Context: an optimization exercise on an open-source flow, tuned for small area, a short achievable clock period and few clock cycles. The choices shown serve that exercise and are no tape-out recipe. Function was checked by simulation only, so behaviour that the tests miss may differ from the original. No activity file was given, so power comes from the tool's default toggle rates.

==> inputs of 12-15 <==
## seq_mult
module seq_mult(d, done, clk, a, b, go, reset);
  output [63:0] d;
  output reg done;
  input clk;
  input [31:0] a, b;
  input go, reset;
  reg [31:0] m;               
  reg [31:0] q;               
  reg [31:0] hi;              
  reg [3:0] e1, e2, ng;      
  reg ngl;                    
  reg [33:0] s, c;           
  reg [7:0] slo;             
  reg [7:1] clo;             
  reg first;                  
  reg fa0;                    
  reg [2:0] cnt;
  function [11:0] benc(input [8:0] v);
    integer i;
    begin
      for (i = 0; i < 4; i = i + 1) begin
        benc[i] = v[2*i+1] ^ v[2*i];
        benc[4+i] = (v[2*i+2] & ~v[2*i+1] & ~v[2*i]) | (~v[2*i+2] & v[2*i+1] & v[2*i]);
        benc[8+i] = v[2*i+2];
      end
    end
  endfunction
  wire [11:0] enc_go = benc({a[8:1], 1'b0});
  wire [11:0] enc_nx = benc({q[16] & ~(cnt == 3'd2), q[15:8]});
  wire [9:0] lo = slo + {clo, 1'b0} + {ngl, 7'd0};
  wire [1:0] cy = lo[9:8] & {2{~first}};
  wire [33:0] si = {2'd0, m & {32{fa0}}} | s & {34{~first}};
  wire [33:0] ci = {first, 33'd0} | c & {34{~first}};
  wire [32:0] mx = {1'b0, m};
  wire [32:0] m2 = {m, 1'b0};
  wire [32:0] pp0 = (mx & {33{e1[0]}} | m2 & {33{e2[0]}}) ^ {33{ng[0]}};
  wire [32:0] pp1 = (mx & {33{e1[1]}} | m2 & {33{e2[1]}}) ^ {33{ng[1]}};
  wire [32:0] pp2 = (mx & {33{e1[2]}} | m2 & {33{e2[2]}}) ^ {33{ng[2]}};
  wire [32:0] pp3 = (mx & {33{e1[3]}} | m2 & {33{e2[3]}}) ^ {33{ng[3]}};
  wire hs1;
  wire hc2;
  wire hs3;
  wire hc4;
  wire fs5;
  wire fc6;
  wire ft7;
  wire hs8;
  wire hc9;
  wire fs10;
  wire fc11;
  wire ft12;
  wire fs13;
  wire fc14;
  wire ft15;
  wire fs16;
  wire fc17;
  wire ft18;
  wire fs19;
  wire fc20;
  wire ft21;
  wire fs22;
  wire fc23;
  wire ft24;
  wire fs25;
  wire fc26;
  wire ft27;
  wire fs28;
  wire fc29;
  wire ft30;
  wire fs31;
  wire fc32;
  wire ft33;
  wire fs34;
  wire fc35;
  wire ft36;
  wire fs37;
  wire fc38;
  wire ft39;
  wire fs40;
  wire fc41;
  wire ft42;
  wire fs43;
  wire fc44;
  wire ft45;
  wire fs46;
  wire fc47;
  wire ft48;
  ...
==> flow/config.mk <==
export PLATFORM = sky130hd
export DESIGN_NAME = seq_mult
export DESIGN_NICKNAME = seq_mult
export VERILOG_FILES = /design/flow/design.v
export SDC_FILE = /design/flow/constraint.sdc
export NUM_CORES = 4
export LEC_CHECK = 0
export CAP_MARGIN = 20
export CORE_MARGIN = 2
export CORE_UTILIZATION = 40
export CTS_BUF_LIST = sky130_fd_sc_hd__clkbuf_8
export PLACE_DENSITY = 0.6
export SETUP_SLACK_MARGIN = 0.45
export SLEW_MARGIN = 20
==> flow/constraint.sdc <==
create_clock -name core_clock -period 3.3 [get_ports {clk}]
set_input_delay 0.6600 -clock core_clock [delete_from_list [all_inputs] [get_ports {clk}]]
set_output_delay 0.6600 -clock core_clock [all_outputs]
set_load 0.01 [all_outputs]
standard.sh (not shown) runs the stock make flow with config.mk's settings and CLKGATE_MAP_FILE= SYNTH_SCRIPT=/design/flow/synth_recipe.tcl, a recipe that flattens the netlist after the stock synthesis.
==> flow/flow/run.sh <==
#!/bin/bash
# The standard layout (standard.sh: standard synthesis and ORFS flow),
# except that buffer_ports puts sky130_fd_sc_hd__buf_1 cells on the ports
# instead of the delay buffers it picks by itself.
set -euo pipefail
cd "$(dirname "$0")/.."
bash standard.sh "BUFFER_PORTS_ARGS=-buffer_cell sky130_fd_sc_hd__buf_1" finish > make_finish.log 2>&1
==> inputs of 04-26, as changes to 12-15 <==
==> flow/flow/run.sh (replaced) <==
#!/bin/bash
# The standard layout (standard.sh: standard synthesis and ORFS flow),
# except that buffer_ports puts sky130_fd_sc_hd__buf_2 cells on the ports
# instead of the delay buffers it picks by itself.
set -euo pipefail
cd "$(dirname "$0")/.."
bash standard.sh "BUFFER_PORTS_ARGS=-buffer_cell sky130_fd_sc_hd__buf_2" finish > make_finish.log 2>&1
CORE_UTILIZATION = 50   (was 40)
CTS_BUF_LIST = unset   (was sky130_fd_sc_hd__clkbuf_8)
PLACE_DENSITY = 0.7   (was 0.6)
==> inputs of 10-02, as changes to 12-15 <==
==> flow/flow/run.sh (replaced) <==
#!/bin/bash
# The standard layout (standard.sh: standard synthesis and ORFS flow),
# except that buffer_ports puts sky130_fd_sc_hd__buf_2 cells on the ports
# instead of the delay buffers it picks by itself.
set -euo pipefail
cd "$(dirname "$0")/.."
bash standard.sh "BUFFER_PORTS_ARGS=-buffer_cell sky130_fd_sc_hd__buf_2" finish > make_finish.log 2>&1
CTS_BUF_LIST = unset   (was sky130_fd_sc_hd__clkbuf_8)
==> comparison table <==
CP required: 12-15 3520 ps; 10-02 3480 ps; 04-26 3480 ps
GRT met2 Usage: 12-15 0.303; 10-02 0.298; 04-26 0.383
Ratio of final minimum period to clock period: 12-15 0.889; 10-02 0.863; 04-26 0.889
Clock share of power: 12-15 0.091; 10-02 0.111; 04-26 0.121
DR pass1 iterations: 12-15 5; 10-02 5; 04-26 6
Relative area of clock buffers and inverters in the final design: 12-15 0.0253; 10-02 0.0345; 04-26 0.0399
Length of routed met2 wiring: 12-15 16200 um; 10-02 15900 um; 04-26 16000 um
Via-to-Cell Ratio: 12-15 5.39; 10-02 5.39; 04-26 5.70
Overall routing resource usage: 12-15 0.203; 10-02 0.204; 04-26 0.250
Latest clock arrival within the worst-skew pair: 12-15 500 ps; 10-02 450 ps; 04-26 450 ps
Post-detailed-placement half-perimeter wirelength: 12-15 27700 um; 10-02 27600 um; 04-26 26100 um
Starting density of the core: 12-15 0.407; 10-02 0.407; 04-26 0.509
Layer carrying the most global-route usage: 12-15 met2; 10-02 met1; 04-26 met2
Share of power burned in combinational logic: 12-15 0.654; 10-02 0.641; 04-26 0.632
Worst relative slew slack: 12-15 0.302; 10-02 0.323; 04-26 0.343
Largest vdd supply drop: 12-15 346 uV; 10-02 420 uV; 04-26 489 uV
Hold-fix buffer count after cts: 12-15 1; 10-02 0; 04-26 0
Met3 routed WL: 12-15 2630 um; 10-02 2270 um; 04-26 3110 um
Outcome: 12-15 no timing/DRC/antenna violations; 10-02 no timing/DRC/antenna violations; 04-26 no timing/DRC/antenna violations
Actual slew at the worst max-slew pin: 12-15 1040 ps; 10-02 1010 ps; 04-26 983 ps
Testbench counts of 12-15, summed over its fixed seeds: cycles 14,408.
Testbench counts of 04-26, summed over its fixed seeds: cycles 14,408.
Testbench counts of 10-02, summed over its fixed seeds: cycles 14,408.

what the ideal ports hide:
In the flow no input, the clock included, has a driving cell. The finished layouts below were timed again as built, in two steps.
Step 1 (the two cells are an assumption about what drives the block):
set clk [get_ports {clk}]
set_driving_cell -lib_cell sky130_fd_sc_hd__clkbuf_16 $clk
set_driving_cell -lib_cell sky130_fd_sc_hd__buf_2 [delete_from_list [all_inputs] $clk]
Step 2 adds t to the input delays and takes it off the output delays; t is the mean of the earliest and latest rising clock arrival at the registers after step 1. Input paths then give back, and output paths get back, about the clock's delay inside the block.
Three values: no drivers, after step 1, after step 2; two values: the first two.
| run | t (ns) | slack for setup (ns) | hold WS [ns] | clock arrival spread, ns | slew at the worst register clock pin (ns) |
|---|---|---|---|---|---|
| 12-15 | 0.534 | 0.367 / 0.367 / 0.367 | 0.318 / 0.304 / 0.571 | 0.019 / 0.019 | 0.12 / 0.12 |
| 04-26 | 0.493 | 0.366 / 0.366 / 0.366 | 0.032 / 0.002 / 0.495 | 0.010 / 0.010 | 0.07 / 0.07 |
| 10-02 | 0.498 | 0.454 / 0.454 / 0.454 | 0.028 / -0.003 / 0.495 | 0.012 / 0.011 | 0.08 / 0.08 |
After both steps every run listed still meets setup and hold.
